From an optimization exercise on the open Yosys and OpenROAD flow, aimed at small area, a short achievable clock period and few clock cycles; shortcuts taken in it are not production practice. The RTL was checked by simulation tests, not by an equivalence proof against the original design. Power is estimated from default activity; no workload was simulated.

## oak
Design CNN, start of the top module:
module CNN(
    input                       clk,
    input                       rst_n,
    input                       in_valid,
    input      signed [15:0]    in_data,
    input                       opt,
    output reg                  out_valid,
    output reg signed [15:0]    out_data
);
Size: about 37 I/O pins.
clock: 14.0 ns
lec_check: 0
cap_margin: 20
core_margin: 2
core_utilization: 40
cts_cluster_diameter: 100
cts_cluster_size: 25
gpl_timing_driven: 1
place_density: 0.6
slew_margin: 20
synth_hierarchical: 1
synth_minimum_keep_size: 0
standard.sh (not shown) runs the stock make flow with config.mk's settings and CLKGATE_MAP_FILE= SYNTH_SCRIPT=/design/flow/synth_recipe.tcl, a recipe that flattens the netlist after the stock synthesis.
==> flow/flow/run.sh <==
#!/bin/bash
# Standard ORFS layout, with faster port buffers and timing repair aimed
# below the clock period.
set -euo pipefail
bash standard.sh SETUP_SLACK_MARGIN=10 "BUFFER_PORTS_ARGS=-buffer_cell sky130_fd_sc_hd__buf_2" finish > make.log 2>&1
oak: full flow OK, the timing, DRC and antenna checks passed
Testbench counts of oak, summed over its fixed seeds: cycles 13,248.
What pine does differently from oak at the input level:
Settings: CTS_CLUSTER_DIAMETER: 100 -> 60; GPL_TIMING_DRIVEN: 1 -> unset; CTS_CLUSTER_SIZE: 25 -> 30.
==> comparison <==
- pine vs oak — non-clock buffer instance count of the final layout climbed by a few percent
- The run with more setup slack is pine; oak has less.
- In the reports for pine and oak, the smaller area growth from synthesis to layout belongs to oak.
- Density: pine denser than oak
- Sort pine and oak by achievable frequency asc -> top: oak
- Fraction of power consumed by the clock network (higher): pine
- Relative to oak, wire length has gone up in pine.
- Clock latency on the worst-skew pair: oak vs pine — no meaningful difference
- Comparing the two runs side by side, pine comes out behind oak on post-route total power.
Modified inputs, birch compared to pine
Settings: CORE_UTILIZATION changed from 40 to 50; PLACE_DENSITY changed from 0.6 to 0.65; CTS_CLUSTER_SIZE removed (was 30); CTS_CLUSTER_DIAMETER removed (was 60).
Results
- Compared with pine, in birch total global routing track utilization now sits higher; maximum achievable frequency saw little to no change.
- birch against pine: post-route standard cell area excluding fillers neither gained nor lost much; utilization picked up an extra 11 points.
- The total die area in birch sits 20% below the value recorded for pine.
- Compared birch against pine; arrival time of the worst setup path within noise.
- [birch] clock power rose 9.1% relative to pine
- Between pine and birch, the difference in sequential portion of the cell area is negligible.
- In terms of share of the clock period used by the worst path after layout, pine and birch differ only marginally.
- The register cell area after layout was comparable across pine and birch.
Input changes introduced in maple (baseline for comparison: birch):
Settings: swapping 0.65 for 0.6 in PLACE_DENSITY; swapping 50 for 40 in CORE_UTILIZATION; putting CTS_CLUSTER_SIZE at 25 where nothing was set; putting CTS_CLUSTER_DIAMETER at 100 where nothing was set.
[summary]
Row fmax: maple lower / birch higher. Higher clock network power share goes to birch over maple. Side by side, multi-input gate share of the layout cell area turned out higher in maple than in birch. Re fraction of standard cell area that is sequential: maple and birch aren't equal, and the higher value belongs to maple. Compared with birch, maple degrades final period demand of the worst path. From maple to birch, count of flip-flops with a built-in enable after synthesis did not move at all. The via density per instance reported for maple is smaller than that of birch by about 6%. Area inside the core boundary (maple / birch): 1.3. Total power after layout of maple falls short of that of birch by a little under 10%. Combinational cell fraction of total power (maple over birch): increase, 5.2 points.
Edits applied to the flow inputs when going from maple to cedar:
==> flow/flow/run.sh <==
#!/bin/bash
# Standard ORFS layout, with faster port buffers and timing repair aimed
# below the clock period.
set -euo pipefail
bash standard.sh SETUP_SLACK_MARGIN=10.2 CTS_BUF_DISTANCE=120 "BUFFER_PORTS_ARGS=-buffer_cell sky130_fd_sc_hd__buf_2" finish > make.log 2>&1
--- outcome ---
Lower final non-filler cell total goes to maple over cedar.
Diff cedar..maple | part of the cycle the worst path needs | negligible
Compared with maple, in cedar number of global-route vias before repair rose by about 1%, latest clock arrival within the worst-skew pair shows no meaningful change, sequential cell count essentially unchanged.
Worst setup margin: cedar vs maple, no meaningful difference
Wire length of the first global-routing pass is lower on maple
cedar | status: complete | timing, DRC, antenna: pass

---

CNN again, from the RTL that the note above started with.
clock: 14.0 ns
lec_check: 0
cap_margin: 20
core_margin: 2
core_utilization: 40
place_density: 0.6
slew_margin: 20
synth_hierarchical: 1
synth_minimum_keep_size: 0
==> flow/flow/run.sh <==
#!/bin/bash
# Standard ORFS layout, with faster port buffers and timing repair aimed
# below the clock period.
set -euo pipefail
bash standard.sh SETUP_SLACK_MARGIN=10 "BUFFER_PORTS_ARGS=-buffer_cell sky130_fd_sc_hd__buf_2" finish > make.log 2>&1
The baseline ran to the end with no violations.
Testbench counts at the start, summed over its fixed seeds: cycles 13,248.
Edit:
==> flow/flow/run.sh (replaced) <==
#!/bin/bash
# Standard ORFS layout, with faster port buffers and timing repair aimed
# below the clock period.
set -euo pipefail
bash standard.sh SETUP_SLACK_MARGIN=9.85 "BUFFER_PORTS_ARGS=-buffer_cell sky130_fd_sc_hd__buf_2" finish > make.log 2>&1
- CTS_CLUSTER_DIAMETER: default -> 100
- CTS_CLUSTER_SIZE: default -> 25
Effect: Final cell count decreases by 2.6%. Utilization drops by 1.9 points. Clock power is lower by 41%. Routed wire length falls by about 2.3%. Sequential power is about the same. Worst setup slack gets worse by 0.015 ns. Synthesized area does not change.

---

CNN, a different RTL version from the one above (not shown whole).
Size in the first run: about 4800 cells after synthesis, roughly 37 I/O pins, ~0.060 mm2 of cells after synthesis.
export LEC_CHECK = 0
export CAP_MARGIN = 20
export CORE_MARGIN = 2
export CORE_UTILIZATION = 40
export PLACE_DENSITY = 0.6
export SLEW_MARGIN = 20
export SYNTH_HIERARCHICAL = 1
export SYNTH_MINIMUM_KEEP_SIZE = 0
create_clock -name core_clock -period 14.0 [get_ports {clk}]
==> flow/flow/run.sh <==
#!/bin/bash
# Standard ORFS layout, with faster port buffers and timing repair aimed
# below the clock period.
set -euo pipefail
bash standard.sh SETUP_SLACK_MARGIN=10 "BUFFER_PORTS_ARGS=-buffer_cell sky130_fd_sc_hd__buf_2" finish > make.log 2>&1
Testbench counts at the start, summed over its fixed seeds: cycles 13,248.
Change:
Settings changed: CORE_UTILIZATION 40 to 65, CTS_BUF_LIST set to sky130_fd_sc_hd__clkbuf_8, CTS_CLUSTER_SIZE set to 20, PLACE_DENSITY 0.6 to 0.8.
What happened: The changed run finished clean. Total power falls by 0.69%. Final cell count falls by about 9%. Count of clock-buffer cells in the layout rises by 44. Setup slack got worse by 0.31 ns. Sequential share of layout area rises by 0.55 points. Area after synthesis does not change. Routed wire length falls by 2.0%. Non-clock buffer count falls by 4. Die area falls by 38%. Utilization rises by 27 points.

separate check: timing with driven ports:
No port has a modelled driver above. Below, the same layouts with a new extraction and two added sets of constraints.
Step 1, drivers: a clkbuf_16 drives clk and a buf_2 each remaining input, both assumed.
Step 2 also shifts input and output timing later by t, the mid clock arrival at the registers, as if the neighbouring blocks saw the same clock.
Slacks: no drivers / after step 1 / after step 2; pairs: no drivers / after step 1.
run | shift t [ns] | setup slack, ns | hold WS [ns] | worst setup path after step 2 | worst register clock-pin slew, ns
oak | 0.771 | 9.989 / 9.913 / 10.060 | 0.296 / 0.296 / 0.296 | register to register | 0.11 / 0.11
pine | 0.790 | 10.016 / 9.936 / 10.089 | 0.293 / 0.293 / 0.293 | register to register | 0.10 / 0.10
birch | 0.796 | 10.026 / 9.950 / 10.063 | 0.302 / 0.302 / 0.302 | register to register | 0.07 / 0.07
maple | 0.771 | 9.989 / 9.913 / 10.060 | 0.296 / 0.296 / 0.296 | register to register | 0.11 / 0.11
cedar | 0.742 | 9.991 / 9.912 / 10.206 | 0.276 / 0.276 / 0.276 | register to register | 0.11 / 0.11
the first run of note 2 | 0.782 | 9.989 / 9.908 / 10.061 | 0.303 / 0.303 / 0.303 | register to register | 0.07 / 0.07
the second run of note 2 | 0.770 | 9.974 / 9.913 / 9.974 | 0.297 / 0.297 / 0.297 | register to register | 0.11 / 0.11
the first run of note 3 | 0.799 | 10.005 / 9.926 / 10.079 | 0.287 / 0.287 / 0.287 | register to register | 0.07 / 0.07
the second run of note 3 | 0.925 | 9.698 / 9.626 / 10.019 | 0.261 / 0.261 / 0.261 | register to register | 0.08 / 0.08
After both steps setup and hold are still met in every run listed.
